Background: an optimization exercise with open tools, aiming at small area. Do not read the settings as production practice.
In this exercise RTL edits were held to simulation tests only and were not proved equivalent to the original.
Power is estimated from default activity; no workload was simulated.

`design/flow/design.v`:
```
module ao222n
  (
   input  a0, b0, a1, b1, a2, b2,
   output y
   );
  assign y = ~((a0 & b0) | (a1 & b1) | (a2 & b2));
endmodule
module fadd
  (
   input  a, b, c,
   output s, co
   );
  assign s = a ^ b ^ c;
  assign co = (a & b) | (a & c) | (b & c);
endmodule
module mini_audio
  (
   input         clk,
   input         reset,
   input [31:0]  data,
   input         valid_toggle,
   input [31:0]  ext_factor_mul,
   input [31:0]  ext_factor_div,
   output        full,
   output        ext_audio_r,
   output        ext_audio_l
   );
  genvar i, j;
  reg toggle;
  reg toggle_prev;
  always @(posedge clk)
    begin
      if (reset)
        begin
          toggle <= 1'b0;
          toggle_prev <= 1'b0;
        end
      else
        begin
          toggle <= valid_toggle;
          toggle_prev <= toggle;
        end
    end
  reg [14:0] eh;
  reg [15:0] el;
  reg        cp;
  reg        en;
  wire       neg = eh[14] ^ (cp & (&eh[13:0]));
  wire       pos = ~neg;
  wire [30:0] fa = {eh, el};
  wire [30:0] fb = {1'b0, ext_factor_mul[29:0]};
  wire [30:0] fc = {pos, ~ext_factor_div[29:0] & {30{pos}}};
  wire [30:0] fs, fk;
  wire [31:0] fcy;
  wire [30:0] e_next;
  assign fcy[0] = 1'b0;
  assign fs[30] = fa[30] ^ fc[30];
  assign fk[30] = 1'b0;
  generate
    for (i = 0; i < 30; i = i + 1)
      begin : fcsa
        fadd u (.a(fa[i]), .b(fb[i]), .c(fc[i]), .s(fs[i]), .co(fk[i]));
      end
  endgenerate
  wire [30:0] fy = {fk[29:0], pos};
  generate
    for (i = 0; i < 31; i = i + 1)
      begin : frc
        wire ci = (i == 16) ? cp : fcy[i];
        if (i == 0)
          begin : lsb
            assign e_next[0] = fs[0] ^ fy[0];
            assign fcy[1] = fs[0] & fy[0];
          end
        else
          begin : fa
            fadd u (.a(fs[i]), .b(fy[i]), .c(ci), .s(e_next[i]), .co(fcy[i+1]));
          end
      end
  endgenerate
  always @(posedge clk)
    begin
      if (reset)
        begin
          eh <= {15{1'b1}};
          el <= {16{1'b1}};
          cp <= 1'b0;
          en <= 1'b0;
        end
      else
        begin
          eh <= e_next[30:16];
          el <= e_next[15:0];
          cp <= fcy[16];
          en <= pos;
        end
    end
  reg [31:0] buffer [1:15];
  reg [3:0]  h;    
  reg [3:0]  w;    
  function [3:0] nxt;
    input [3:0] x;
    nxt = {x[2:0], (x[3] ^ x[2]) | (x == 4'd0)};
  endfunction
  wire [3:0] r = nxt(h);
  wire       empty = (w == r);
  assign full = (nxt(w) == r);
  wire       we = (toggle ^ toggle_prev) & ~full;
  wire       pop = en & ~empty;
  wire [3:0] w_next = we ? nxt(w) : w;
  wire [3:0] h_next = pop ? r : h;
  wire       wr_ok = (w_next != h_next);
  always @(posedge clk)
    begin
      if (reset)
        begin
          h <= 4'd0;
          w <= 4'd1;
        end
      else
        begin
          h <= h_next;
          w <= w_next;
        end
    end
  integer k;
  always @(posedge clk)
    for (k = 1; k < 16; k = k + 1)
      if (wr_ok && w_next == k)
        buffer[k] <= data;
  wire [14:0] sel;
  wire [31:0] sample;
  generate
    for (j = 0; j < 15; j = j + 1)
      begin : dec
        assign sel[j] = (h == j + 1);
      end
    for (i = 0; i < 32; i = i + 1)
      begin : rd
        wire [4:0] g;
        for (j = 0; j < 5; j = j + 1)
          begin : grp
            ao222n u (.a0(sel[3*j]), .b0(buffer[3*j+1][i]),
                      .a1(sel[3*j+1]), .b1(buffer[3*j+2][i]),
                      .a2(sel[3*j+2]), .b2(buffer[3*j+3][i]),
                      .y(g[j]));
          end
        assign sample[i] = ~&g;
      end
  endgenerate
  reg [16:0]  sample_sum_r;
  reg [16:0]  sample_sum_l;
  assign ext_audio_r = sample_sum_r[16];
  assign ext_audio_l = sample_sum_l[16];
  wire [16:0] cr, cl;
  wire [15:0] sr, sl;
  assign cr[0] = 1'b0;
  assign cl[0] = 1'b0;
  assign sr[0] = sample_sum_r[0] ^ sample[16];
  assign cr[1] = sample_sum_r[0] & sample[16];
  assign sl[0] = sample_sum_l[0] ^ sample[0];
  assign cl[1] = sample_sum_l[0] & sample[0];
  generate
    for (i = 1; i < 16; i = i + 1)
      begin : dsc
        fadd ur (.a(sample_sum_r[i]), .b(sample[16+i]), .c(cr[i]), .s(sr[i]), .co(cr[i+1]));
        fadd ul (.a(sample_sum_l[i]), .b(sample[i]), .c(cl[i]), .s(sl[i]), .co(cl[i+1]));
      end
  endgenerate
  always @(posedge clk)
    begin
      if (reset)
        begin
          sample_sum_r <= 17'd0;
          sample_sum_l <= 17'd0;
        end
      else
        begin
          sample_sum_r <= {cr[16], sr};
          sample_sum_l <= {cl[16], sl};
        end
    end
endmodule
```
`design/flow/flow/run.sh`:
```
#!/bin/bash
# Standard ORFS layout, with smaller port buffers and a clock tree without
# dummy loads. Each make step's output goes to flow.log here.
set -euo pipefail
export BUFFER_PORTS_ARGS="-buffer_cell sky130_fd_sc_hd__buf_1"
export CTS_ARGS='-sink_clustering_enable -repair_clock_nets -dont_use_dummy_load -buf_list {sky130_fd_sc_hd__clkbuf_4 sky130_fd_sc_hd__clkbuf_8} -sink_clustering_size 20 -sink_clustering_max_diameter 50'
bash standard.sh > flow.log 2>&1
```
`design/flow/standard.sh`:
```
#!/bin/bash
# synth_recipe.tcl (not shown) runs the flow's synth.tcl, then flattens the netlist and writes it again
# the make line also repeats each setting of config.mk as NAME=value (left out here)
make -C /OpenROAD-flow-scripts/flow DESIGN_CONFIG=/design/flow/config.mk WORK_HOME=/design/flow/orfs CLKGATE_MAP_FILE= SYNTH_SCRIPT=/design/flow/synth_recipe.tcl "${@:-finish}"
```
`design/flow/config.mk`:
```
export PLATFORM = sky130hd
export DESIGN_NAME = mini_audio
export DESIGN_NICKNAME = mini_audio
export VERILOG_FILES = /design/flow/design.v
export SDC_FILE = /design/flow/constraint.sdc
export NUM_CORES = 4
export LEC_CHECK = 0
export CAP_MARGIN = 20
export CORE_MARGIN = 2
export CORE_UTILIZATION = 40
export SLEW_MARGIN = 20
export SYNTH_HIERARCHICAL = 1
export SYNTH_MINIMUM_KEEP_SIZE = 0
```
`design/flow/constraint.sdc`:
```
create_clock -name core_clock -period 10.0 [get_ports {clk}]
set_input_delay 2.0000 -clock core_clock [delete_from_list [all_inputs] [get_ports {clk}]]
set_output_delay 2.0000 -clock core_clock [all_outputs]
set_load 0.01 [all_outputs]
```
==> flow_metrics.tcl, run 1 <==
set metrics [dict create \
    status "finished clean" \
    worstSkewPairLatency_ns 0.69 \
    netlist_area_mm2 0.0212 \
    grt_pass1_vias 11400 \
    fin_area_mm2 0.0234 \
    grt_antenna_before_repair 3 \
    hp-class "register to register" \
    worst_ep_required_time_ns 10.51 \
    p_per_area_mw_per_mm2 199 \
    cp-start-kind "register" \
    yosys.area.top_type_share 0.680 \
    avgRoutedWirePerCell_um 25.1 \
    area_delta_synth_final_pct 10.3 \
    dieArea_mm2 0.0548 \
    place.gp.congestion 0.727 \
    avgViaCountPerCell 5.81 \
    grt_pass1_wl_mm 72.9 \
    setup_tns_ns 0 \
    clock_sinks 557 \
    period_share 0.887 \
    cp-startpoint "h[0]" \
    cts.htree.levels 2 \
    die_w_um 234 \
    total_power_uw 4660 \
    peakVddDrop_v 0.000125 \
    crit_fanout 18 \
    ys_ff_latch 557 \
    cts_buffers 50 \
    finalHoldViolations 0 \
    drive_above_1_share 0.119 \
    period_minus_slack_ns 8.87 \
    cp_data_arrival_time_ns 9.38 \
    grt_max_degree 78 \
    tritoncts "yes" \
    cap_violations 0 \
    grt-ovfl-total 0 \
    clockBufferDepth 3 \
    via_count 11400 \
    worst_pin_slew_ns 0.928 \
    cts_resized 0 \
    fmax_mhz 113 \
    finalNetCount 1472 \
    setup.worst_path.class "register to register" \
    start_util 0.404 \
    setup_violations 0 \
    holdBufCountCts 0 \
    cp-end-kind "register" \
    drc 0 \
    syn_avg_cell_area_um2 19.1 \
    fillers 4470 \
    portBuffers 97 \
    synthCells 1111 \
    grt_util_all_layers 0.182 \
    synth_fp_nets 1308 \
    drt-initial-drc-count 1583 \
    fin_hold_ws_ns 0.510 \
    hold_start "toggle" \
    maxSlewHeadroom 0.382 \
    yosys-top-cells-area "edfxtp_1 (68%), fa_1 (8.5%), a222oi_1 (7.6%)" \
    dp_hpwl_mm 26.4 \
    clk_pin_slew_ns 0.08 \
    yosys.area.top_type "edfxtp_1" \
    finClkSkew_ns 0.115 \
    drtPass1Iterations 6 \
    ys_types 39 \
    yosys_warnings 9 \
    r2r-start "h[0]" \
    die_h_um 234 \
    fp-row-count 84 \
    post-cts-setup-buffer-count 0 \
    finalMaxSlewViolations 0 \
    yosysSeqAreaShare 0.753 \
    antenna_left 0 \
    wirelength_mm 49.2 \
    p_leak_uw 0.00755 \
    clock-root-buffer "clkbuf_8" \
    core_area_mm2 0.0524 \
    ios 102 \
    rsz0062_at_grt "false" \
    post_dp_cell_area_mm2 0.0227 \
]
## final cells by class
class	count	area (µm²)	share of cell area
antenna	1	2.50	0.000107
tap	688	861	0.0368
sequential	557	16000	0.682
multi-input combinational	525	5210	0.223
inverter	9	33.8	0.00144
clock buffer	50	688	0.0294
timing repair buffer	132	628	0.0269
## per-layer routing
metal / global-route usage / routed length [µm]
met5: 0 / 21
met4: 0.0568 / 1150
met3: 0.0293 / 4340
met2: 0.292 / 23200
met1: 0.256 / 20500
## synthesized netlist by cell type
master       n
a211oi_2     1
a21oi_1      3
a222oi_1   160
a2bb2oi_1    2
and2_1       8
and3_1      38
and3b_1      1
buf_2        1
buf_4        1
buf_6        3
clkbuf_1    15
dfxtp_1     77
edfxtp_1   480
fa_1        90
ha_1         8
inv_1        9
mux2i_1      5
mux2i_2      2
mux2i_4      1
nand2_1      5
nand2b_1     5
nand3_1     35
nand4_1      3
nor2_1      42
nor2b_1     41
nor3_1      18
nor3b_1      3
nor4_1       1
o211a_1      1
o21ai_0      1
o21ai_1      1
o22a_1       1
o22ai_1      1
o31a_4       1
or2_2       32
or3_1        2
or3b_4       1
xnor2_1     10
xor2_1       2
## critical path, stage by stage, from the launching register on
cell and delay [ns]:
dfxtp_1 0.78, nor2b_1 0.15, and2_1 0.47, a222oi_1 0.46, and3_1 0.23, nand3_1 0.09
ha_1 0.22, fa_1 0.38, fa_1 0.41, fa_1 0.39, fa_1 0.39, fa_1 0.39
fa_1 0.42, fa_1 0.44, fa_1 0.47, fa_1 0.46, fa_1 0.41, fa_1 0.41
fa_1 0.40, fa_1 0.42, fa_1 0.42, fa_1 0.43, nor2b_1 0.14
## final timing paths
kind,endpoint,slack (ns),cells past startpoint
hold / removal,toggle_prev,0.51,1
setup / recovery,sample_sum_r[15],1.13,22
hold reg to reg,toggle_prev,0.51,1
setup reg to reg,sample_sum_r[15],1.13,22
## Yosys stat by module, one instance, submodules excluded
| module | times used | area, µm² | flops+latches |
|---|---|---|---|
| mini_audio | 1 | 17800 | 557 |
| fadd | 90 | 20.0 | 0 |
| ao222n | 160 | 10.0 | 0 |
## cells by family (layout without fill, tap and decap cells)
| kind of cell | after synthesis | in the layout | share of synthesized area |
|---|---|---|---|
| AO/OA/AOI/OAI | 172 | 172 | 0.0802 |
| XOR/XNOR | 12 | 12 | 0.00496 |
| adder cells (fa/ha/maj) | 98 | 98 | 0.0897 |
| buffers and inverters | 29 | 191 | 0.00643 |
| flip-flops | 557 | 557 | 0.753 |
| multiplexers | 8 | 8 | 0.00472 |
| other | 0 | 1 | 0 |
| AND/OR/NAND/NOR | 235 | 235 | 0.0612 |
## flip-flops by register name (all words and copies together) (netlist names), 4 cells and up
name / count
buffer: 480
sample_sum_l: 17
sample_sum_r: 17
el: 16
eh: 15
h: 4
w: 4
## layout by cell type (no fill, tap or decap), types with 2 or more instances in the layout
cell type / synthesis / layout
and2_1: 8 / 2
buf_4: 1 / 35
fa_1: 90 / 90
nor2b_1: 41 / 41
mux2i_2: 2 / 2
nand2b_1: 5 / 5
and3_2: 0 / 4
edfxtp_1: 480 / 480
nand2_1: 5 / 5
nor3_1: 18 / 3
mux2i_1: 5 / 5
and3_1: 38 / 34
and2_2: 0 / 6
a222oi_1: 160 / 160
nand4_1: 3 / 3
nand3_1: 35 / 35
inv_1: 9 / 9
ha_1: 8 / 8
a2bb2oi_1: 2 / 2
dfxtp_1: 77 / 77
clkbuf_8: 0 / 50
nor3_2: 0 / 15
xnor2_1: 10 / 10
or3_1: 2 / 2
or2_2: 32 / 32
nor2_1: 42 / 41
a21oi_1: 3 / 3
buf_1: 0 / 96
nor3b_1: 3 / 2
## metrics by stage
step | setup WS (ns) | util | std cells
6_report | 1.13 | 0.446 | 1962
5_1_grt | 0.802 | 0.446 | 1961
4_1_cts | 1.14 | 0.446 | 1961
3_5_place_dp | 0.800 | 0.433 | 1911
3_3_place_gp | 0.883 | 0.433 | 1911
2_1_floorplan | 1.17 | - | 1111
## where the power goes
group          total [µW]  internal [µW]  switching (µW)
Combinational         745            332             413
Clock                1140            444             698
Sequential           2780           2700            71.0
Total                4660           3480            1180
==> inputs of run 2 (changes only) <==
==> design/flow/flow/run.sh (replaced) <==
#!/bin/bash
# Standard ORFS layout, with smaller port buffers and a clock tree without
# dummy loads. Each make step's output goes to flow.log here.
set -euo pipefail
export BUFFER_PORTS_ARGS="-buffer_cell sky130_fd_sc_hd__buf_1"
export CTS_ARGS="-sink_clustering_enable -repair_clock_nets -dont_use_dummy_load -buf_list sky130_fd_sc_hd__clkbuf_8 -sink_clustering_size 20 -sink_clustering_max_diameter 70"
bash standard.sh > flow.log 2>&1
==> run 2 against run 1 <==
  * Routed wire length shrank 0.54%
  * First-iteration DRC count grew 2.5%
  * Register-to-register slack gained 0.02 ns
  * Total power shrank 2.9%
  * Core utilization shrank 0.35 points
  * Hold slack lost 0.0011 ns
  * Clock skew shrank 0.0067 ns
  * Synthesized area is the same
  * Flip-flop and latch count is the same
  * Die area is the same
  * Critical endpoint unchanged
  * Largest cell class unchanged
  * Highest routed layer unchanged
==> flow_metrics.tcl, run 2 <==
set metrics [dict create \
    layout_common_cells "edfxtp_1 (480), a222oi_1 (160), buf_1 (96)" \
    largest_register_ffs 480 \
    netlist_area_mm2 0.0212 \
    die_h_um 234 \
    dieArea_mm2 0.0548 \
    largest_registers "buffer (480), sample_sum_l (17), sample_sum_r (17)" \
    cts_resized 0 \
    clockBufferDepth 3 \
    rsz0062_at_grt "false" \
    cap_violations 0 \
    clk_pin_slew_ns 0.11 \
    finClkSkew_ns 0.108 \
    period_share 0.884 \
    antenna_left 0 \
    r2r-start "h[0]" \
    portBuffers 97 \
    cts.htree.levels 2 \
    setup.worst_path.class "register to register" \
    synth-xor-area-share 0.00496 \
    max_flop_register "buffer" \
    setup_tns_ns 0 \
    drtPass1Iterations 7 \
    drive_above_1_share 0.110 \
    worst_pin_slew_ns 0.936 \
    synth_edf_count 480 \
    cp_data_arrival_time_ns 9.35 \
    yosysMostFrequentCell "edfxtp_1" \
    avgViaCountPerCell 5.82 \
    grt_antenna_before_repair 4 \
    yosys_warnings 9 \
    hp-class "register to register" \
    via_count 11300 \
    num_antenna_cells 0 \
    worstSkewPairLatency_ns 0.65 \
    avgRoutedWirePerCell_um 25.1 \
    reg2reg_depth 22 \
    die_w_um 234 \
    synth_fp_nets 1308 \
    worst_ep_required_time_ns 10.51 \
    min_path_cells 1 \
    p_leak_uw 0.00746 \
    synth.area.mux_share 0.00472 \
    cp-start-kind "register" \
    cp-end-kind "register" \
    synth_simple_gate_area_frac 0.0612 \
    setup_violations 0 \
    synth_ff_type "edfxtp_1" \
    synth-compound-area-share 0.0802 \
    wirelength_mm 48.9 \
    maxSlewHeadroom 0.376 \
    yosys-top-cells-count "edfxtp_1 (480), a222oi_1 (160), fa_1 (90)" \
    fmax_mhz 113 \
    drc 0 \
    synthArstFlopShare 0 \
    synthAdderAreaFrac 0.0897 \
    ios 102 \
    syn_avg_cell_area_um2 19.1 \
    p_per_area_mw_per_mm2 195 \
    core_area_mm2 0.0524 \
    area_delta_synth_final_pct 9.45 \
    drt-initial-drc-count 1622 \
    crit_fanout 18 \
    finalHoldViolations 0 \
    dp_hpwl_mm 26.4 \
    yosys-top-cells-area "edfxtp_1 (68%), fa_1 (8.5%), a222oi_1 (7.6%)" \
    start_util 0.404 \
    period_minus_slack_ns 8.84 \
    fin_hold_ws_ns 0.509 \
    clock_sinks 557 \
    finalNetCount 1459 \
    yosys.area.top_type "edfxtp_1" \
    synth_top_family_by_area "adder cells" \
    hold_end "toggle_prev" \
    fp-row-count 84 \
    post-cts-setup-buffer-count 0 \
    grt_pass1_vias 11400 \
    yosys.area.top_type_share 0.680 \
    status "finished clean" \
    synthCells 1111 \
    ys_types 39 \
    ys_ff_latch 557 \
    final_common_cell "edfxtp_1" \
    r2r_slack_ns 1.16 \
    holdBufCountCts 0 \
    hold_start "toggle" \
    place.gp.congestion 0.727 \
    grt_max_degree 78 \
    grt-ovfl-total 0 \
    cts_buffers 37 \
    yosysSeqAreaShare 0.753 \
    r2r_end "sample_sum_r[15]" \
    grt_util_all_layers 0.181 \
    peakVddDrop_v 0.000106 \
    clock-root-buffer "clkbuf_8" \
    grt_pass1_wl_mm 72.5 \
    finalMaxSlewViolations 0 \
    tritoncts "yes" \
]
## run 2: metrics by stage
step	total power (µW)	util	cell area (µm²)	setup WS (ns)	instances
finish	4530	0.442	23200	1.16	1948
global route	4790	0.442	23200	0.781	1948
CTS	4580	0.442	23200	1.13	1948
detailed placement	3580	0.433	22700	0.800	1911
global placement	3560	0.433	22700	0.883	1911
floorplan	3350	-	21200	1.17	1111
## run 2: cell type report
type                       instances  area (µm²)
fill                            4471       29200
sequential                       557       16000
multi-input combinational        525        5210
tap                              688         861
timing repair buffer             132         628
clock buffer                      37         509
inverter                           9        33.8
## run 2: cell families (layout without fill, tap and decap cells)
group,Yosys count,count (layout)
buffers and inverters,29,178
XOR/XNOR,12,12
AND/OR/NAND/NOR,235,235
adder cells (fa/ha/maj),98,98
flip-flops,557,557
AO/OA/AOI/OAI,172,172
multiplexers,8,8
## run 2: report_power, final
part	internal, µW	total (µW)	switching [µW]	leakage [µW]
combinational	332	746	414	0.00222
sequential	2700	2770	71.0	0.00497
clock	335	1010	672	0.000266
## run 2: worst max path at each step
| stage | from | endpoint | depth (start not counted) |
|---|---|---|---|
| floorplan | ext_factor_div[0] | el[15] | 19 |
| global placement | ext_factor_div[0] | el[15] | 20 |
| detailed placement | ext_factor_div[0] | el[15] | 20 |
| CTS | eh[7] | eh[14] | 22 |
| global route | eh[7] | eh[14] | 22 |
| finish | h[0] | sample_sum_r[15] | 22 |
## run 2: metal layers
metal / share of wire / track usage
met5: 0.0010 / 0
met4: 0.021 / 0.0433
met1: 0.41 / 0.257
met3: 0.094 / 0.0320
met2: 0.47 / 0.291
## run 2: critical path, cell delays in order (launching register included)
cell      delay (ns)
dfxtp_1         0.79
nor2b_1         0.15
and2_1          0.48
a222oi_1        0.46
and3_1          0.23
nand3_1         0.09
ha_1            0.22
fa_1            0.38
fa_1            0.41
fa_1            0.39
fa_1            0.39
fa_1            0.39
fa_1            0.42
fa_1            0.43
fa_1            0.47
fa_1            0.48
fa_1            0.42
fa_1            0.41
fa_1            0.40
fa_1            0.42
fa_1            0.42
fa_1            0.43
nor2b_1         0.13
## run 2: modules after synthesis (local to each module, per instance)
module,flops+latches,times used,area (µm²)
ao222n,0,160,10.0
fadd,0,90,20.0
mini_audio,557,1,17800
==> inputs of run 3 (changes only) <==
==> design/flow/flow/run.sh (replaced) <==
#!/bin/bash
# Standard ORFS layout, with smaller port buffers and a clock tree without
# dummy loads. Each make step's output goes to flow.log here.
set -euo pipefail
export BUFFER_PORTS_ARGS="-buffer_cell sky130_fd_sc_hd__buf_1"
export CTS_ARGS="-sink_clustering_enable -repair_clock_nets -dont_use_dummy_load -buf_list sky130_fd_sc_hd__clkbuf_8 -sink_clustering_size 20 -sink_clustering_max_diameter 60"
bash standard.sh > flow.log 2>&1
==> run 3 against run 2 <==
  * Cell count up 0.26%
  * Highest routed layer unchanged
  * Still clean on timing, DRC and antenna
  * Critical endpoint unchanged
  * Total power grew 0.86%
  * Routed wire length rose by 0.20%
==> flow_metrics.tcl, run 3 <==
set metrics [dict create \
    status "finished clean" \
    yosys.area.top_type "edfxtp_1" \
    synth_ff_type "edfxtp_1" \
    drive_above_1_share 0.113 \
    critPathTopFamily "adder cells" \
    via_count 11400 \
    grt_max_degree 78 \
    yosys.area.top_type_share 0.680 \
    cap_violations 0 \
    core_area_mm2 0.0524 \
    setup_violations 0 \
    drtPass1Iterations 6 \
    maxSlewHeadroom 0.388 \
    fmax_mhz 113 \
    largest_register_ffs 480 \
    yosys-top-cells-area "edfxtp_1 (68%), fa_1 (8.5%), a222oi_1 (7.6%)" \
    hp-class "register to register" \
    syn_avg_cell_area_um2 19.1 \
    critical_path.cell_chain "nor2b_1 -> and2_1 -> a222oi_1 -> and3_1 -> nand3_1 -> ha_1 -> fa_1 -> fa_1 -> fa_1 -> fa_1 -> fa_1 -> fa_1 -> fa_1 -> fa_1 -> fa_1 -> fa_1 -> fa_1 -> fa_1 -> fa_1 -> fa_1 -> fa_1 -> nor2b_1" \
    ios 102 \
    yosys_warnings 9 \
    place.gp.congestion 0.727 \
    cp-end-kind "register" \
    grt_pass1_vias 11400 \
    p_per_area_mw_per_mm2 196 \
    portBuffers 97 \
    setup_tns_ns 0 \
    worstSkewPairLatency_ns 0.67 \
    antenna_left 0 \
    yosysMostFrequentCell "edfxtp_1" \
    grt_antenna_before_repair 4 \
    ys_types 39 \
    finalNetCount 1463 \
    avgViaCountPerCell 5.83 \
    finalMaxSlewViolations 0 \
    synthCells 1111 \
    crit_fanout 18 \
    yosys-top-cells-count "edfxtp_1 (480), a222oi_1 (160), fa_1 (90)" \
    clockBufferDepth 3 \
    synth_fp_nets 1308 \
    clock-root-buffer "clkbuf_8" \
    fp-row-count 84 \
    grt_util_all_layers 0.181 \
    layout_common_cells "edfxtp_1 (480), a222oi_1 (160), buf_1 (96)" \
    avgRoutedWirePerCell_um 25.1 \
    setup.worst_path.class "register to register" \
    area_delta_synth_final_pct 9.72 \
    clk_pin_slew_ns 0.11 \
    fillers 4489 \
    wirelength_mm 49.0 \
    final_common_cell "edfxtp_1" \
    max_flop_register "buffer" \
    dp_hpwl_mm 26.4 \
    grt-ovfl-total 0 \
    peakVddDrop_v 0.000135 \
    cts_buffers 41 \
    fin_hold_ws_ns 0.503 \
    grt_pass1_wl_mm 72.6 \
    critPathMaxStageDelay_ns 0.78 \
    synth_edf_count 480 \
    cpMaxStageDelayCell "dfxtp_1" \
    cp-start-kind "register" \
    critPathMostFrequentCell "fa_1" \
    ys_ff_latch 557 \
    cp_data_arrival_time_ns 9.36 \
    drt-initial-drc-count 1669 \
    period_minus_slack_ns 8.84 \
    start_util 0.404 \
    p_leak_uw 0.00749 \
    yosysSeqAreaShare 0.753 \
    tritoncts "yes" \
    cp.buffers_inverters 0 \
    holdBufCountCts 0 \
    netlist_area_mm2 0.0212 \
    cts.htree.levels 2 \
    clock_sinks 557 \
    rsz0062_at_grt "false" \
    worst_pin_slew_ns 0.919 \
    cts_resized 0 \
    period_share 0.884 \
    finClkSkew_ns 0.129 \
    finalHoldViolations 0 \
    die_w_um 234 \
    die_h_um 234 \
    synthArstFlopShare 0 \
    post-cts-setup-buffer-count 0 \
    dieArea_mm2 0.0548 \
    drc 0 \
    worst_ep_required_time_ns 10.53 \
    multiInputGateArea_mm2 0.00521 \
    largest_registers "buffer (480), sample_sum_l (17), sample_sum_r (17)" \
    seq_area_mm2 0.0160 \
]
run 3: cell counts after synthesis:
No cell type changed its count.
run 3: metrics by stage:
step | worst slack (ns) | instance area [µm²] | power [µW] | util | std cells
floorplan | 1.17 | 21200 | 3350 | - | 1111
global placement | 0.883 | 22700 | 3560 | 0.433 | 1911
detailed placement | 0.800 | 22700 | 3580 | 0.433 | 1911
CTS | 1.12 | 23300 | 4620 | 0.443 | 1952
global route | 0.774 | 23300 | 4840 | 0.443 | 1952
finish | 1.16 | 23300 | 4570 | 0.443 | 1953
run 3: worst reg2reg max path: cells and delay by family (launching register included):
kind / cells / cell delay, ns
flops: 1 / 0.78
fa+ha+maj: 16 / 6.48
simple gates: 5 / 1.09
compound gates: 1 / 0.47
run 3: path summary, 6_finish.rpt:
path | from | to | slack (ns) | depth (start not counted)
worst max register to register | h[0] | sample_sum_r[15] | 1.16 | 22
worst min register to register | toggle | toggle_prev | 0.50 | 1
worst max-delay path | h[0] | sample_sum_r[15] | 1.16 | 22
worst min-delay path | toggle | toggle_prev | 0.50 | 1
run 3: per-layer routing:
| metal | vias to the layer above | GRT usage | part of all wire |
|---|---|---|---|
| li1 | 4882 | - | - |
| met1 | 5905 | 0.257 | 0.41 |
| met2 | 514 | 0.291 | 0.47 |
| met3 | 81 | 0.0269 | 0.089 |
| met4 | 8 | 0.0540 | 0.024 |
| met5 | - | 0 | 0.00090 |
run 3: power breakdown:
part,switching [µW],internal (µW)
Sequential,70.8,2700
Combinational,412,332
Clock,681,368
Total,1160,3400
run 3: cells by family (layout without fill, tap and decap cells):
group / count (synthesis) / after routing / share of synthesized area
AOI/OAI and AO/OA: 172 / 172 / 0.0802
xor gates and xnor gates: 12 / 12 / 0.00496
adders and majority gates: 98 / 98 / 0.0897
buffers and inverters: 29 / 182 / 0.00643
DFF: 557 / 557 / 0.753
muxes: 8 / 8 / 0.00472
other: 0 / 1 / 0
and+or+nand+nor: 235 / 235 / 0.0612
run 3: area by class of cell:
type | count | share of cell area
Inverter | 9 | 0.00145
Timing Repair Buffer | 132 | 0.0270
Tap cell | 688 | 0.0370
Clock buffer | 41 | 0.0243
Antenna cell | 1 | 0.000108
Sequential cell | 557 | 0.686
Multi-Input combinational cell | 525 | 0.224
run 3: modules after synthesis, one instance, submodules excluded:
module      flip-flops and latches  cells  area (µm²)  copies in the design
mini_audio                     557    861       17800                     1
fadd                             0      1        20.0                    90
ao222n                           0      1        10.0                   160
==> inputs of run 4 (changes only) <==
==> design/flow/flow/run.sh (replaced) <==
#!/bin/bash
# Standard ORFS layout, with smaller port buffers and a clock tree without
# dummy loads. Each make step's output goes to flow.log here.
set -euo pipefail
export BUFFER_PORTS_ARGS="-buffer_cell sky130_fd_sc_hd__buf_1"
export CTS_ARGS="-sink_clustering_enable -repair_clock_nets -dont_use_dummy_load -buf_list sky130_fd_sc_hd__clkbuf_8 -sink_clustering_size 18 -sink_clustering_max_diameter 120"
bash standard.sh > flow.log 2>&1
==> run 4 against run 3 <==
  * Critical path depth unchanged
  * Combinational power about the same
  * Synthesized cell count unchanged
  * Cell count decreased by 0.31%
  * Still clean on timing, DRC and antenna
  * Highest routed layer unchanged
  * Flip-flop and latch count unchanged
  * Sequential share of layout area increased by 0.21 points
  * Final area decreased by 0.31%
==> flow_metrics.tcl, run 4 <==
set metrics [dict create \
    finalNetCount 1458 \
    synthCells 1111 \
    yosysMostFrequentCell "edfxtp_1" \
    peakVddDrop_v 0.000117 \
    clk_pin_slew_ns 0.12 \
    status "finished clean" \
    final_common_cell "edfxtp_1" \
    fmax_mhz 112 \
    ys_types 39 \
    synthArstFlopShare 0 \
    synth_edf_count 480 \
    grt_max_degree 78 \
    critPathTopFamily "adder cells" \
    yosys.area.top_type_share 0.680 \
    dieArea_mm2 0.0548 \
    wl_met3_mm 4.30 \
    cts_resized 0 \
    fin_ws_ns 1.08 \
    finClkSkew_ns 0.0651 \
    tritoncts "yes" \
    avgViaCountPerCell 5.82 \
    wirelength_mm 48.9 \
    synthAdderAreaFrac 0.0897 \
    grt_pass1_wl_mm 72.3 \
    syn_avg_cell_area_um2 19.1 \
    worst_pin_slew_ns 0.925 \
    top_layer "met5" \
    synth-compound-area-share 0.0802 \
    cts.htree.levels 2 \
    layout_common_cells "edfxtp_1 (480), a222oi_1 (160), buf_1 (96)" \
    antenna_left 0 \
    critPathMostFrequentCell "fa_1" \
    critPathMaxStageDelay_ns 0.81 \
    start_util 0.404 \
    yosys-top-cells-count "edfxtp_1 (480), a222oi_1 (160), fa_1 (90)" \
    holdBufCountCts 0 \
    period_share 0.892 \
    num_antenna_cells 0 \
    grt-ovfl-total 0 \
    synth_ff_type "edfxtp_1" \
    die_h_um 234 \
    clock_sinks 557 \
    setup.worst_path.class "register to register" \
    max_flop_register "buffer" \
    ios 102 \
    largest_register_ffs 480 \
    yosys-top-cells-area "edfxtp_1 (68%), fa_1 (8.5%), a222oi_1 (7.6%)" \
    drtPass1Iterations 6 \
    synth_top_family_by_area "adder cells" \
    drt-initial-drc-count 1553 \
    worstSkewPairLatency_ns 0.64 \
    core_area_mm2 0.0524 \
    cp.buffers_inverters 0 \
    finalMaxSlewViolations 0 \
    fin_area_mm2 0.0232 \
    area_delta_synth_final_pct 9.39 \
    p_per_area_mw_per_mm2 195 \
    worst_ep_required_time_ns 10.49 \
    pre_cts_ws_ns 0.800 \
    clockBufferDepth 3 \
    place.gp.congestion 0.727 \
    setup_tns_ns 0 \
    ys_ff_latch 557 \
    drive_above_1_share 0.110 \
    maxSlewHeadroom 0.383 \
    cpMaxStageDelayCell "dfxtp_1" \
    synth_simple_gate_area_frac 0.0612 \
    cp-end-kind "register" \
    fp-row-count 84 \
    post-place-cells 1911 \
    period_minus_slack_ns 8.92 \
    portBuffers 97 \
    stdcell_count 1947 \
    wl_met1_mm 20.2 \
    clock-root-buffer "clkbuf_8" \
    yosysSeqAreaShare 0.753 \
    setup_violations 0 \
    synth.area.mux_share 0.00472 \
    rsz0062_at_grt "false" \
    p_leak_uw 0.00745 \
    avgRoutedWirePerCell_um 25.1 \
    dp_hpwl_mm 26.4 \
    critical_path.cell_chain "nor2b_1 -> and2_1 -> a222oi_1 -> and3_1 -> nand3_1 -> ha_1 -> fa_1 -> fa_1 -> fa_1 -> fa_1 -> fa_1 -> fa_1 -> fa_1 -> fa_1 -> fa_1 -> fa_1 -> fa_1 -> fa_1 -> fa_1 -> fa_1 -> fa_1 -> nor2b_1" \
    grt_util_all_layers 0.180 \
    via_count 11300 \
    netlist_area_mm2 0.0212 \
    cp-start-kind "register" \
    crit_fanout 18 \
    yosys.area.top_type "edfxtp_1" \
    drc 0 \
    finalHoldViolations 0 \
    yosys_warnings 9 \
    largest_registers "buffer (480), sample_sum_l (17), sample_sum_r (17)" \
    cap_violations 0 \
    post_dp_cell_area_mm2 0.0227 \
    cts_buffers 36 \
    die_w_um 234 \
    post-cts-setup-buffer-count 0 \
    hp-class "register to register" \
    synth_fp_nets 1308 \
    synth-xor-area-share 0.00496 \
    grt_antenna_before_repair 3 \
    grt_pass1_vias 11400 \
    cp_data_arrival_time_ns 9.41 \
    wl_met2_mm 23.3 \
]
run 4: modules after synthesis, one instance, submodules excluded:
module      cell area [µm²]  times used  cells inside  flops+latches
mini_audio            17800           1           861            557
fadd                   20.0          90             1              0
ao222n                 10.0         160             1              0
run 4: logic make-up (layout without fill, tap and decap cells):
family / after synthesis / count (layout)
buffers and inverters: 29 / 177
and+or+nand+nor: 235 / 235
AOI/OAI and AO/OA: 172 / 172
muxes: 8 / 8
DFF: 557 / 557
adders and majority gates: 98 / 98
xor gates and xnor gates: 12 / 12
run 4: layout make-up:
cell class | count | area (µm²)
Multi-Input combinational cell | 525 | 5210
Timing Repair Buffer | 132 | 628
Tap cell | 688 | 861
Sequential cell | 557 | 16000
Fill cell | 4478 | 29300
Inverter | 9 | 33.8
Clock buffer | 36 | 495
run 4: path summary, 6_finish.rpt:
kind	from	end	slack, ns	depth (start not counted)
setup / recovery	h[0]	sample_sum_r[15]	1.08	22
hold / removal	toggle	toggle_prev	0.52	1
setup reg to reg	h[0]	sample_sum_r[15]	1.08	22
hold reg to reg	toggle	toggle_prev	0.52	1
run 4: worst reg2reg max path, delay by kind of cell, from the launching register on:
family | cells | cell delay (ns)
adder cells (fa/ha/maj) | 16 | 6.48
AND/OR/NAND/NOR | 5 | 1.08
flip-flops | 1 | 0.81
AO/OA/AOI/OAI | 1 | 0.47
run 4: where the power goes:
group          leakage [µW]  internal, µW  total, µW  switching, µW
clock              0.000259           327        990            664
combinational       0.00222           332        745            414
sequential          0.00497          2700       2770           71.3
run 4: through the flow:
stage | util | total power (µW) | hold slack, ns
floorplan | - | 3350 | 0.458
global placement | 0.433 | 3560 | 0.514
detailed placement | 0.433 | 3580 | 0.512
CTS | 0.442 | 4560 | 0.553
global route | 0.442 | 4780 | 0.558
finish | 0.442 | 4510 | 0.517
run 4: routing by layer:
metal  global-route usage  up-vias
li1                     -     4870
met4               0.0475        6
met3               0.0248       74
met2                0.292      540
met5                    0        -
met1                0.257     5849
==> inputs of run 5 (changes only) <==
==> design/flow/flow/run.sh (replaced) <==
#!/bin/bash
# Standard ORFS layout, with smaller port buffers and a clock tree without
# dummy loads. Each make step's output goes to flow.log here.
set -euo pipefail
export BUFFER_PORTS_ARGS="-buffer_cell sky130_fd_sc_hd__buf_1"
export CTS_ARGS="-sink_clustering_enable -repair_clock_nets -dont_use_dummy_load -buf_list sky130_fd_sc_hd__clkbuf_8 -sink_clustering_size 18 -sink_clustering_max_diameter 70"
bash standard.sh > flow.log 2>&1
==> run 5 against run 4 <==
  * Flip-flop and latch count unchanged
  * Hold slack got worse by 0.0063 ns
  * Synthesized area unchanged
  * Die area stayed put
  * Cell count grew 0.21%
  * Register-to-register slack better by 0.07 ns
  * Non-clock buffer count unchanged
  * Clock power up 4%
  * Clock-buffer cell count rose by 4
  * Global-route usage increased by 0.088 points
  * Critical path depth unchanged
  * Total power up 1.0%
  * Critical endpoint unchanged
  * Highest routed layer unchanged
==> flow_metrics.tcl, run 5 <==
set metrics [dict create \
    clock_sinks 557 \
    finalHoldViolations 0 \
    cap_violations 0 \
    yosys-top-cells-area "edfxtp_1 (68%), fa_1 (8.5%), a222oi_1 (7.6%)" \
    max_flop_register "buffer" \
    cpMaxStageDelayCell "dfxtp_1" \
    yosysMostFrequentCell "edfxtp_1" \
    critPathTopFamily "adder cells" \
    fillers 4483 \
    portBuffers 97 \
    crit_fanout 18 \
    via_count 11300 \
    cts_buffers 40 \
    rsz0062_at_grt "false" \
    start_util 0.404 \
    synth_fp_nets 1308 \
    maxSlewHeadroom 0.383 \
    clk_pin_slew_ns 0.09 \
    cp-end-kind "register" \
    synthArstFlopShare 0 \
    core_area_mm2 0.0524 \
    layout_common_cells "edfxtp_1 (480), a222oi_1 (160), buf_1 (96)" \
    dp_hpwl_mm 26.4 \
    grt-ovfl-total 0 \
    synth_edf_count 480 \
    avgRoutedWirePerCell_um 25.0 \
    post-cts-setup-buffer-count 0 \
    fin_area_mm2 0.0232 \
    period_share 0.885 \
    yosys_warnings 9 \
    critical_path.cell_chain "nor2b_1 -> and2_1 -> a222oi_1 -> and3_1 -> nand3_1 -> ha_1 -> fa_1 -> fa_1 -> fa_1 -> fa_1 -> fa_1 -> fa_1 -> fa_1 -> fa_1 -> fa_1 -> fa_1 -> fa_1 -> fa_1 -> fa_1 -> fa_1 -> fa_1 -> nor2b_1" \
    seq_area_mm2 0.0160 \
    finalMaxSlewViolations 0 \
    largest_register_ffs 480 \
    fmax_mhz 113 \
    grt_antenna_before_repair 3 \
    area_delta_synth_final_pct 9.65 \
    fp-row-count 84 \
    setup.worst_path.class "register to register" \
    tritoncts "yes" \
    setup_violations 0 \
    die_w_um 234 \
    grt_pass1_vias 11400 \
    hp-class "register to register" \
    worst_pin_slew_ns 0.925 \
    critPathMostFrequentCell "fa_1" \
    drtPass1Iterations 6 \
    grt_pass1_wl_mm 72.6 \
    peakVddDrop_v 0.000144 \
    cp_data_arrival_time_ns 9.34 \
    largest_registers "buffer (480), sample_sum_l (17), sample_sum_r (17)" \
    yosys.area.top_type "edfxtp_1" \
    synthCells 1111 \
    finalNetCount 1462 \
    p_per_area_mw_per_mm2 196 \
    synth_ff_type "edfxtp_1" \
    clock-root-buffer "clkbuf_8" \
    ys_types 39 \
    drc 0 \
    multiInputGateArea_mm2 0.00521 \
    critPathMaxStageDelay_ns 0.78 \
    grt_util_all_layers 0.181 \
    cts.htree.levels 2 \
    holdBufCountCts 0 \
    final_common_cell "edfxtp_1" \
    worstSkewPairLatency_ns 0.65 \
    cts_resized 0 \
    yosys.area.top_type_share 0.680 \
    grt_max_degree 78 \
    avgViaCountPerCell 5.80 \
    p_leak_uw 0.00748 \
    finClkSkew_ns 0.105 \
    ios 102 \
    cp-start-kind "register" \
    ys_ff_latch 557 \
    dieArea_mm2 0.0548 \
    antenna_left 0 \
    num_antenna_cells 0 \
    period_minus_slack_ns 8.85 \
    drive_above_1_share 0.112 \
    syn_avg_cell_area_um2 19.1 \
    worst_ep_required_time_ns 10.49 \
    post_dp_cell_area_mm2 0.0227 \
    yosys-top-cells-count "edfxtp_1 (480), a222oi_1 (160), fa_1 (90)" \
    clockBufferDepth 3 \
    yosysSeqAreaShare 0.753 \
    netlist_area_mm2 0.0212 \
    place.gp.congestion 0.727 \
    die_h_um 234 \
    status "finished clean" \
    drt-initial-drc-count 1605 \
    cp.buffers_inverters 0 \
    setup_tns_ns 0 \
    wirelength_mm 48.9 \
]
[run 5: changes by cell type in the layout (fill, tap and decap cells not counted), sizes merged]
cell	change
clkbuf	+4
[run 5: cell families after synthesis]
kind of cell	synth area share
adders and majority gates	0.0897
AOI/OAI and AO/OA	0.0802
xor gates and xnor gates	0.00496
DFF	0.753
buffers and inverters	0.00643
muxes	0.00472
and+or+nand+nor	0.0612
[run 5: worst paths after layout]
path | startpoint | end | slack, ns | depth (start not counted)
max | h[0] | sample_sum_r[15] | 1.15 | 22
min | toggle | toggle_prev | 0.51 | 1
max reg2reg | h[0] | sample_sum_r[15] | 1.15 | 22
min reg2reg | toggle | toggle_prev | 0.51 | 1
[run 5: power by group]
part,switching [µW],internal (µW),total (µW)
sequential,70.9,2700,2770
clock,673,361,1030
combinational,414,332,746
[run 5: per-module statistics from Yosys, one instance, submodules excluded]
module | flip-flops and latches | cells inside | times used
fadd | 0 | 1 | 90
mini_audio | 557 | 861 | 1
ao222n | 0 | 1 | 160
[run 5: final cells by class]
type | count | area share
inverter | 9 | 0.00145
timing repair buffer | 132 | 0.0270
multi-input combinational | 525 | 0.224
clock buffer | 40 | 0.0237
tap | 688 | 0.0370
sequential | 557 | 0.687
[run 5: worst register-to-register path, stage by stage (launching register included)]
cell and delay, ns:
dfxtp_1 0.78, nor2b_1 0.16, and2_1 0.47, a222oi_1 0.47
and3_1 0.23, nand3_1 0.09, ha_1 0.22, fa_1 0.38
fa_1 0.40, fa_1 0.39, fa_1 0.39, fa_1 0.39
fa_1 0.43, fa_1 0.43, fa_1 0.47, fa_1 0.47
fa_1 0.41, fa_1 0.41, fa_1 0.40, fa_1 0.42
fa_1 0.42, fa_1 0.43, nor2b_1 0.13
[run 5: stage by stage]
| stage | setup slack [ns] | hold WS (ns) | cells | utilization | total power, µW |
|---|---|---|---|---|---|
| after global placement | 0.883 | 0.514 | 1911 | 0.433 | 3560 |
| after CTS | 1.13 | 0.530 | 1951 | 0.443 | 4610 |
| after global routing | 0.781 | 0.543 | 1951 | 0.443 | 4830 |
| after detailed placement | 0.800 | 0.512 | 1911 | 0.433 | 3580 |
| after floorplan | 1.17 | 0.458 | 1111 | - | 3350 |
| final | 1.15 | 0.511 | 1951 | 0.443 | 4560 |
[run 5: metal layers]
| layer | track usage | vias to the layer above | routed length (µm) |
|---|---|---|---|
| met1 | 0.258 | 5849 | 20300 |
| met5 | 0 | - | 40 |
| li1 | - | 4878 | - |
| met2 | 0.290 | 514 | 23300 |
| met3 | 0.0274 | 72 | 4320 |
| met4 | 0.0508 | 6 | 967 |
==> inputs of run 6 (changes only) <==
==> design/flow/flow/run.sh (replaced) <==
#!/bin/bash
# Standard ORFS layout, with smaller port buffers and a clock tree without
# dummy loads. Each make step's output goes to flow.log here.
set -euo pipefail
export BUFFER_PORTS_ARGS="-buffer_cell sky130_fd_sc_hd__buf_1"
export CTS_ARGS="-sink_clustering_enable -repair_clock_nets -dont_use_dummy_load -buf_list sky130_fd_sc_hd__clkbuf_8 -sink_clustering_size 18 -sink_clustering_max_diameter 90"
bash standard.sh > flow.log 2>&1
--- a/design/flow/config.mk
+++ b/design/flow/config.mk
@@ -8,5 +8,5 @@
 export CAP_MARGIN = 20
 export CORE_MARGIN = 2
-export CORE_UTILIZATION = 40
+export CORE_UTILIZATION = 50
 export SLEW_MARGIN = 20
 export SYNTH_HIERARCHICAL = 1
==> run 6 against run 5 <==
  * Cell count decreased by 7.7%
  * Final area decreased by 0.95%
  * Register-to-register slack improved by 0.05 ns
  * Critical path type unchanged
  * Largest cell class unchanged
  * Highest routed layer unchanged
==> flow_metrics.tcl, run 6 <==
set metrics [dict create \
    status "finished clean" \
    fin_area_mm2 0.0230 \
    p_leak_uw 0.00746 \
    tritoncts "yes" \
    maxSlewHeadroom 0.373 \
    layout_common_cells "edfxtp_1 (480), a222oi_1 (160), buf_1 (96)" \
    via_count 11400 \
    synth_fp_nets 1308 \
    synth_edf_count 480 \
    synthCells 1111 \
    worst_pin_slew_ns 0.941 \
    avgRoutedWirePerCell_um 27.4 \
    grt_max_degree 78 \
    setup_tns_ns 0 \
    crit_fanout 11 \
    rsz0062_at_grt "false" \
    p_per_area_mw_per_mm2 196 \
    ys_ff_latch 557 \
    finalMaxSlewViolations 0 \
    die_w_um 210 \
    clockBufferDepth 3 \
    multiInputGateArea_mm2 0.00522 \
    holdBufCountCts 0 \
    portBuffers 97 \
    grt_util_all_layers 0.228 \
    largest_registers "buffer (480), sample_sum_l (17), sample_sum_r (17)" \
    antenna_left 0 \
    die_h_um 210 \
    clock-root-buffer "clkbuf_8" \
    max_flop_register "buffer" \
    drc 0 \
    hold_start "toggle" \
    ys_types 39 \
    fmax_mhz 114 \
    netlist_area_mm2 0.0212 \
    yosys-top-cells-area "edfxtp_1 (68%), fa_1 (8.5%), a222oi_1 (7.6%)" \
    avgViaCountPerCell 6.34 \
    post-place-cells 1764 \
    dp_hpwl_mm 26.6 \
    syn_avg_cell_area_um2 19.1 \
    drive_above_1_share 0.113 \
    cp_data_arrival_time_ns 9.26 \
    area_delta_synth_final_pct 8.61 \
    peakVddDrop_v 0.000115 \
    finalNetCount 1460 \
    period_share 0.881 \
    cts.htree.levels 2 \
    drt-initial-drc-count 1640 \
    cts_buffers 36 \
    cp-startpoint "h[2]" \
    setup.worst_path.class "register to register" \
    fillers 3344 \
    ios 102 \
    worstSkewPairLatency_ns 0.64 \
    largest_register_ffs 480 \
    grt_pass1_vias 11400 \
    period_minus_slack_ns 8.81 \
    total_power_uw 4520 \
    grt-ovfl-total 0 \
    finalHoldViolations 0 \
    worst_ep_required_time_ns 10.46 \
    post_dp_cell_area_mm2 0.0225 \
    clock_sinks 557 \
    yosysMostFrequentCell "edfxtp_1" \
    post-route-util 0.550 \
    synthArstFlopShare 0 \
    seq_area_mm2 0.0160 \
    post-cts-setup-buffer-count 0 \
    cts_resized 0 \
    cp-start-kind "register" \
    setup_violations 0 \
    core_area_mm2 0.0419 \
    place.gp.congestion 0.727 \
    grt_antenna_before_repair 2 \
    dieArea_mm2 0.0441 \
    fp-row-count 75 \
    yosys-top-cells-count "edfxtp_1 (480), a222oi_1 (160), fa_1 (90)" \
    yosys.area.top_type_share 0.680 \
    cap_violations 0 \
    hp-class "register to register" \
    wirelength_mm 49.3 \
    yosys_warnings 9 \
    cp-end-kind "register" \
    grt_pass1_wl_mm 73.3 \
    stdcell_count 1801 \
    yosys.area.top_type "edfxtp_1" \
    r2r-start "h[2]" \
    start_util 0.506 \
    yosysSeqAreaShare 0.753 \
    finClkSkew_ns 0.0577 \
    final_common_cell "edfxtp_1" \
    synth_ff_type "edfxtp_1" \
    drtPass1Iterations 6 \
    clk_pin_slew_ns 0.12 \
]
[run 6: cell counts after synthesis]
No cell type changed its count.
[run 6: area by class of cell]
| type | count | share of cell area |
|---|---|---|
| Sequential cell | 557 | 0.693 |
| Timing Repair Buffer | 134 | 0.0279 |
| Tap cell | 539 | 0.0293 |
| Antenna cell | 1 | 0.000109 |
| Multi-Input combinational cell | 525 | 0.227 |
| Clock buffer | 36 | 0.0215 |
| Inverter | 9 | 0.00147 |
[run 6: kinds of logic (layout without fill, tap and decap cells)]
group | Yosys count | count (layout) | synth area share
AND/OR/NAND/NOR | 235 | 235 | 0.0612
XOR/XNOR | 12 | 12 | 0.00496
flip-flops | 557 | 557 | 0.753
buffers and inverters | 29 | 179 | 0.00643
AO/OA/AOI/OAI | 172 | 172 | 0.0802
adder cells (fa/ha/maj) | 98 | 98 | 0.0897
other | 0 | 1 | 0
multiplexers | 8 | 8 | 0.00472
[run 6: final timing paths]
| path | endpoint | slack [ns] | depth (start not counted) |
|---|---|---|---|
| max | sample_sum_l[15] | 1.19 | 23 |
| min | toggle_prev | 0.49 | 1 |
| max reg2reg | sample_sum_l[15] | 1.19 | 23 |
| min reg2reg | toggle_prev | 0.49 | 1 |
[run 6: worst max-delay path, cell delays in order (launching register included)]
cell and delay (ns):
dfxtp_1 0.52, inv_1 0.13, ha_1 0.28, and3_2 0.40, a222oi_1 0.41, and3_1 0.23, nand3_1 0.08, ha_1 0.21
fa_1 0.37, fa_1 0.39, fa_1 0.41, fa_1 0.43, fa_1 0.40, fa_1 0.46, fa_1 0.43, fa_1 0.45
fa_1 0.44, fa_1 0.39, fa_1 0.40, fa_1 0.44, fa_1 0.43, fa_1 0.40, fa_1 0.43, nor2b_1 0.14
[run 6: metal layers]
metal,up-vias,global-route usage,wire [µm]
li1,4873,-,-
met1,5963,0.340,20900
met2,521,0.350,22700
met3,61,0.0525,4970
met4,2,0.0474,727
met5,-,0,13
[run 6: power breakdown]
| group | switching, µW | internal (µW) | leakage (µW) |
|---|---|---|---|
| Clock | 659 | 327 | 0.000259 |
| Combinational | 425 | 335 | 0.00223 |
| Sequential | 70.4 | 2700 | 0.00497 |
[run 6: stage by stage]
stage / worst slack (ns) / hold WS [ns]
finish: 1.19 / 0.492
global route: 0.853 / 0.518
CTS: 1.13 / 0.496
detailed placement: 0.710 / 0.479
global placement: 0.845 / 0.470
floorplan: 1.17 / 0.458
[run 6: per-module statistics from Yosys, one instance, submodules excluded]
module / copies in the design / flops+latches
mini_audio: 1 / 557
fadd: 90 / 0
ao222n: 160 / 0
==> inputs of run 7 (changes only) <==
--- a/design/flow/config.mk
+++ b/design/flow/config.mk
@@ -8,5 +8,6 @@
 export CAP_MARGIN = 20
 export CORE_MARGIN = 2
-export CORE_UTILIZATION = 50
+export CORE_UTILIZATION = 40
+export PLACE_DENSITY = 0.75
 export SLEW_MARGIN = 20
 export SYNTH_HIERARCHICAL = 1
==> run 7 against run 6 <==
  * Sequential power is essentially flat
  * Non-clock buffer count grew 11
  * Core utilization decreased by 11 points
  * Via count grew 1.6%
  * Clock-buffer cell count grew 1
  * Clock power is essentially flat
  * Critical path type unchanged
  * Critical path depth decreased by 1
  * Critical endpoint is now sample_sum_r[15]
==> flow_metrics.tcl, run 7 <==
set metrics [dict create \
    crit_fanout 17 \
    seqPwrFrac 0.613 \
    fin_area_mm2 0.0233 \
    grt_max_degree 78 \
    grt_antenna_before_repair 3 \
    r2r_slack_ns 0.95 \
    finalNetCount 1472 \
    yosysSeqAreaShare 0.753 \
    cap_violations 0 \
    place.gp.congestion 0.761 \
    p_sw_uw 1150 \
    synth_edf_count 480 \
    pre_cts_ws_ns 0.738 \
    avgRoutedWirePerCell_um 24.7 \
    start_util 0.404 \
    netlist_area_mm2 0.0212 \
    ys_types 39 \
    core_area_mm2 0.0524 \
    synthCells 1111 \
    intPower_uw 3380 \
    finClkSkew_ns 0.110 \
    grt_util_all_layers 0.178 \
    period_share 0.905 \
    layout_common_cells "edfxtp_1 (480), a222oi_1 (160), buf_1 (96)" \
    worstSkewPairLatency_ns 0.65 \
    grt_pass1_vias 11700 \
    p_per_area_mw_per_mm2 194 \
    r2r-start "h[1]" \
    setup_violations 0 \
    yosysMostFrequentCell "edfxtp_1" \
    p_leak_uw 0.00753 \
    reg2reg_depth 22 \
    worst_ep_required_time_ns 10.46 \
    status "finished clean" \
    peakVddDrop_v 0.000128 \
    setup_tns_ns 0 \
    setup.worst_path.class "register to register" \
    clock_sinks 557 \
    grt_pass1_wl_mm 72.0 \
    yosys.area.top_type "edfxtp_1" \
    final_common_cell "edfxtp_1" \
    power_frac_comb 0.168 \
    clkPwrFrac 0.218 \
    power.share.switching 0.253 \
    max_flop_register "buffer" \
    cp-end-kind "register" \
    hold_end "toggle_prev" \
    tritoncts "yes" \
    area_delta_synth_final_pct 9.86 \
    synthArstFlopShare 0 \
    total_power_uw 4520 \
    largest_registers "buffer (480), sample_sum_l (17), sample_sum_r (17)" \
    clock-root-buffer "clkbuf_8" \
    cts_buffers 37 \
    fin_ws_ns 0.945 \
    period_minus_slack_ns 9.05 \
    finalHoldViolations 0 \
    fp-row-count 84 \
    yosys-top-cells-area "edfxtp_1 (68%), fa_1 (8.5%), a222oi_1 (7.6%)" \
    synth_simple_gate_area_frac 0.0612 \
    holdBufCountCts 0 \
    yosys_warnings 9 \
    fmax_mhz 110 \
    post_dp_cell_area_mm2 0.0228 \
    avgViaCountPerCell 5.91 \
    via_count 11600 \
    synth_fp_nets 1308 \
    synthAdderAreaFrac 0.0897 \
    synth_ff_type "edfxtp_1" \
    cp_data_arrival_time_ns 9.51 \
    drt-initial-drc-count 1884 \
    clk_pin_slew_ns 0.11 \
    synth_top_family_by_area "adder cells" \
    maxSlewHeadroom 0.383 \
    rsz0062_at_grt "false" \
    largest_register_ffs 480 \
    dp_hpwl_mm 28.1 \
    yosys.area.top_type_share 0.680 \
    cp-start-kind "register" \
    drive_above_1_share 0.112 \
    syn_avg_cell_area_um2 19.1 \
    finalMaxSlewViolations 0 \
    synth-xor-area-share 0.00496 \
    synth-compound-area-share 0.0802 \
    r2r_end "sample_sum_r[15]" \
    die_h_um 234 \
    worst_pin_slew_ns 0.923 \
    cts.htree.levels 2 \
    ios 102 \
    hp-class "register to register" \
    post-cts-setup-buffer-count 0 \
    hold_start "toggle" \
    portBuffers 97 \
    cts_resized 0 \
    clockBufferDepth 3 \
    grt-ovfl-total 0 \
    dieArea_mm2 0.0548 \
    min_path_cells 1 \
    die_w_um 234 \
    drtPass1Iterations 8 \
    yosys-top-cells-count "edfxtp_1 (480), a222oi_1 (160), fa_1 (90)" \
    wirelength_mm 48.5 \
    drc 0 \
    synth.area.mux_share 0.00472 \
    ys_ff_latch 557 \
    antenna_left 0 \
]
-- run 7: per-module statistics from Yosys, one instance, submodules excluded --
module | cells | flops+latches
fadd | 1 | 0
mini_audio | 861 | 557
ao222n | 1 | 0
-- run 7: worst max-delay path by stage --
stage	start	to	slack [ns]
floorplan	ext_factor_div[0]	el[15]	1.17
global placement	ext_factor_div[0]	el[15]	0.82
detailed placement	ext_factor_div[0]	el[15]	0.74
CTS	h[0]	sample_sum_r[15]	0.94
global route	h[1]	sample_sum_r[15]	0.65
finish	h[1]	sample_sum_r[15]	0.95
-- run 7: kinds of logic after synthesis --
logic type / count (synthesis)
AOI/OAI and AO/OA: 172
xor gates and xnor gates: 12
adders and majority gates: 98
buffers and inverters: 29
DFF: 557
muxes: 8
and+or+nand+nor: 235
-- run 7: final cells by class --
class | instances | area [µm²]
sequential | 557 | 16000
inverter | 9 | 33.8
fill | 4414 | 29200
clock buffer | 37 | 509
timing repair buffer | 145 | 726
tap | 688 | 861
multi-input combinational | 525 | 5200
antenna | 1 | 2.50
-- run 7: per-layer routing --
metal	vias to the layer above	track usage	wire, µm	part of all wire
li1	4901	-	-	-
met1	5876	0.237	18300	0.38
met2	714	0.290	23200	0.48
met3	107	0.0325	5300	0.11
met4	4	0.0720	1760	0.036
met5	-	0	27	0.00056
-- run 7: per-stage QoR --
| step | hold slack (ns) | util | std cells |
|---|---|---|---|
| after floorplan | 0.458 | - | 1111 |
| after global placement | 0.472 | 0.434 | 1924 |
| after detailed placement | 0.469 | 0.434 | 1924 |
| after CTS | 0.498 | 0.444 | 1961 |
| after global routing | 0.514 | 0.444 | 1962 |
| final | 0.494 | 0.444 | 1962 |
-- run 7: worst max-delay path: stages, from the launching register on --
cell	delay, ns
dfxtp_1	0.74
nor2b_1	0.13
and2_1	0.48
buf_4	0.33
a222oi_1	0.26
and3_1	0.23
nand3_1	0.12
fa_1	0.44
fa_1	0.44
fa_1	0.41
fa_1	0.39
fa_1	0.42
fa_1	0.43
fa_1	0.44
fa_1	0.51
fa_1	0.48
fa_1	0.44
fa_1	0.43
fa_1	0.39
fa_1	0.39
fa_1	0.41
fa_1	0.44
nor2b_1	0.14
-- run 7: power groups by stage --
stage                     combinational, µW  sequential [µW]  clock (µW)
after floorplan                         530             2820           0
after global placement                  717             2820           0
after detailed placement                760             2830           0
after CTS                               775             2780        1010
after global routing                    877             2790        1090
final                                   760             2770         988
==> inputs of run 8 (changes only) <==
--- a/design/flow/config.mk
+++ b/design/flow/config.mk
@@ -9,5 +9,5 @@
 export CORE_MARGIN = 2
 export CORE_UTILIZATION = 40
-export PLACE_DENSITY = 0.75
+export PLACE_DENSITY = 0.9
 export SLEW_MARGIN = 20
 export SYNTH_HIERARCHICAL = 1
==> run 8 against run 7 <==
  * Clock power up 0.8%
  * Clock-buffer cell count up 1
  * Via count up 2.1%
  * Combinational power up 1%
  * Critical path type unchanged
  * Largest power group unchanged
==> flow_metrics.tcl, run 8 <==
set metrics [dict create \
    worst_ep_required_time_ns 10.50 \
    syn_avg_cell_area_um2 19.1 \
    p_leak_uw 0.00753 \
    cp.buffers_inverters 1 \
    setup_violations 0 \
    wl_met1_mm 16.7 \
    portBuffers 97 \
    drc 0 \
    multiInputGateArea_mm2 0.00519 \
    tritoncts "yes" \
    grt_antenna_before_repair 2 \
    final_common_cell "edfxtp_1" \
    cp_data_arrival_time_ns 9.43 \
    yosys.area.top_type_share 0.680 \
    drt-initial-drc-count 2158 \
    drive_above_1_share 0.112 \
    place.gp.congestion 0.775 \
    clockBufferDepth 3 \
    fillers 4258 \
    setup.worst_path.class "register to register" \
    critPathTopFamily "adder cells" \
    worstSkewPairLatency_ns 0.65 \
    stdcell_count 1962 \
    pre_cts_ws_ns 0.755 \
    cpMaxStageDelayCell "dfxtp_1" \
    period_minus_slack_ns 8.93 \
    cp-end-kind "register" \
    yosys.area.top_type "edfxtp_1" \
    setup_tns_ns 0 \
    critPathMostFrequentCell "fa_1" \
    peakVddDrop_v 0.0000890 \
    ios 102 \
    critical_path.cell_chain "nor2b_1 -> and2_1 -> buf_4 -> a222oi_1 -> and3_1 -> nand3_1 -> ha_1 -> fa_1 -> fa_1 -> fa_1 -> fa_1 -> fa_1 -> fa_1 -> fa_1 -> fa_1 -> fa_1 -> fa_1 -> fa_1 -> fa_1 -> fa_1 -> fa_1 -> fa_1 -> nor2b_1" \
    yosys_warnings 9 \
    synthCells 1111 \
    cp.depth 23 \
    synth_edf_count 480 \
    cts_resized 0 \
    rsz0062_at_grt "false" \
    finalHoldViolations 0 \
    clock_sinks 557 \
    cp-start-kind "register" \
    max_flop_register "buffer" \
    netlist_area_mm2 0.0212 \
    finClkSkew_ns 0.104 \
    layout_common_cells "edfxtp_1 (480), a222oi_1 (160), buf_1 (96)" \
    dieArea_mm2 0.0548 \
    largest_registers "buffer (480), sample_sum_l (17), sample_sum_r (17)" \
    ys_ff_latch 557 \
    status "finished clean" \
    cap_violations 0 \
    fmax_mhz 112 \
    grt-ovfl-total 0 \
    finalMaxSlewViolations 0 \
    drtPass1Iterations 7 \
    avgViaCountPerCell 6.04 \
    antenna_left 0 \
    critPathMaxStageDelay_ns 0.81 \
    post-place-cells 1923 \
    fin_area_mm2 0.0233 \
    grt_pass1_wl_mm 72.6 \
    wirelength_mm 49.3 \
    largest_register_ffs 480 \
    via_count 11900 \
    synth_fp_nets 1308 \
    yosysSeqAreaShare 0.753 \
    worst_pin_slew_ns 0.915 \
    wl_met3_mm 6.34 \
    ys_types 39 \
    dp_hpwl_mm 28.6 \
    top_layer "met5" \
    cts.htree.levels 2 \
    avgRoutedWirePerCell_um 25.2 \
    grt_pass1_vias 12100 \
    synthArstFlopShare 0 \
    p_per_area_mw_per_mm2 195 \
    post_dp_cell_area_mm2 0.0228 \
    die_h_um 234 \
    die_w_um 234 \
    area_delta_synth_final_pct 9.87 \
    clock-root-buffer "clkbuf_8" \
    start_util 0.404 \
    synth_ff_type "edfxtp_1" \
    yosysMostFrequentCell "edfxtp_1" \
    finalNetCount 1472 \
    grt_max_degree 78 \
    cts_buffers 38 \
    wl_met2_mm 24.4 \
    post-route-util 0.444 \
    fp-row-count 84 \
    holdBufCountCts 0 \
    clk_pin_slew_ns 0.11 \
    yosys-top-cells-area "edfxtp_1 (68%), fa_1 (8.5%), a222oi_1 (7.6%)" \
    yosys-top-cells-count "edfxtp_1 (480), a222oi_1 (160), fa_1 (90)" \
    period_share 0.893 \
    post-cts-setup-buffer-count 0 \
    core_area_mm2 0.0524 \
    crit_fanout 18 \
    reg2reg_depth 23 \
    hp-class "register to register" \
    maxSlewHeadroom 0.390 \
    min_path_cells 1 \
    grt_util_all_layers 0.178 \
    seq_area_mm2 0.0160 \
    fin_ws_ns 1.07 \
]
[run 8: cells by family (layout without fill, tap and decap cells)]
logic type	after synthesis	after routing	share of synthesized area
buf+inv	29	191	0.00643
other cells	0	1	0
mux	8	8	0.00472
xor+xnor	12	12	0.00496
flops	557	557	0.753
compound gates	172	172	0.0802
fa+ha+maj	98	98	0.0897
simple gates	235	235	0.0612
[run 8: metrics by stage]
step / power (µW) / hold slack (ns)
floorplan: 3350 / 0.458
global route: 4770 / 0.448
detailed placement: 3600 / 0.473
finish: 4540 / 0.420
global placement: 3530 / 0.470
CTS: 4570 / 0.429
[run 8: modules after synthesis, one instance, submodules excluded]
module      cell area, µm²  copies in the design
ao222n                10.0                   160
mini_audio           17800                     1
fadd                  20.0                    90
[run 8: final timing paths]
path | start | to | slack, ns
worst min-delay path | toggle | toggle_prev | 0.42
worst max register to register | h[0] | sample_sum_l[15] | 1.07
worst max-delay path | h[0] | sample_sum_l[15] | 1.07
worst min register to register | toggle | toggle_prev | 0.42
[run 8: cell type report]
cell class / count / area share
Antenna cell: 1 / 0.000107
Multi-Input combinational cell: 525 / 0.223
Inverter: 9 / 0.00145
Timing Repair Buffer: 144 / 0.0308
Sequential cell: 557 / 0.685
Tap cell: 688 / 0.0370
Clock buffer: 38 / 0.0225
[run 8: report_power, final]
| part | total (µW) | switching, µW | internal (µW) | leakage [µW] |
|---|---|---|---|---|
| combinational | 768 | 428 | 340 | 0.00228 |
| sequential | 2780 | 76.5 | 2700 | 0.00497 |
| clock | 996 | 652 | 343 | 0.000273 |
| total | 4540 | 1160 | 3390 | 0.00753 |
[run 8: layer usage]
layer	up-vias	GRT usage
li1	4899	-
met1	5889	0.213
met2	914	0.309
met3	144	0.0447
met4	4	0.0684
met5	-	0
[run 8: worst register-to-register path: stages (launching register included)]
cell and delay (ns):
dfxtp_1 0.81, nor2b_1 0.17, and2_1 0.26, buf_4 0.24
a222oi_1 0.42, and3_1 0.26, nand3_1 0.10, ha_1 0.23
fa_1 0.40, fa_1 0.42, fa_1 0.44, fa_1 0.40
fa_1 0.43, fa_1 0.46, fa_1 0.42, fa_1 0.39
fa_1 0.38, fa_1 0.40, fa_1 0.40, fa_1 0.41
fa_1 0.39, fa_1 0.42, fa_1 0.43, nor2b_1 0.15

-- separate check: timing with driven ports --
How much do the figures lean on ideal ports? The routed layouts below were timed once more, with nothing changed but the port constraints.
Step 1 assumes that a clkbuf_16 drives the clock port and a buf_2 every other input.
Step 2 also shifts input and output timing later by t, the mid clock arrival at the registers, as if the neighbouring blocks saw the same clock.
a / b / c = no drivers / after step 1 / after step 2; a / b = the first two.
| run | t (ns) | setup slack, ns | latest minus earliest clock arrival (ns) |
|---|---|---|---|
| run 1 | 0.682 | 1.135 / 1.135 / 0.829 | 0.115 / 0.115 |
| run 2 | 0.641 | 1.157 / 1.157 / 0.845 | 0.108 / 0.108 |
| run 3 | 0.654 | 1.164 / 1.164 / 0.856 | 0.130 / 0.130 |
| run 4 | 0.651 | 1.083 / 1.083 / 0.855 | 0.067 / 0.067 |
| run 5 | 0.647 | 1.149 / 1.149 / 0.834 | 0.105 / 0.105 |
| run 6 | 0.660 | 1.194 / 1.194 / 0.709 | 0.058 / 0.059 |
| run 7 | 0.650 | 0.945 / 0.945 / 0.764 | 0.110 / 0.109 |
| run 8 | 0.635 | 1.068 / 1.068 / 0.727 | 0.104 / 0.104 |
After both steps setup and hold are still met in every run listed. The setup slack of run 6, which loses most, moves by 0.000 ns with the drivers and by -0.485 ns with both steps.
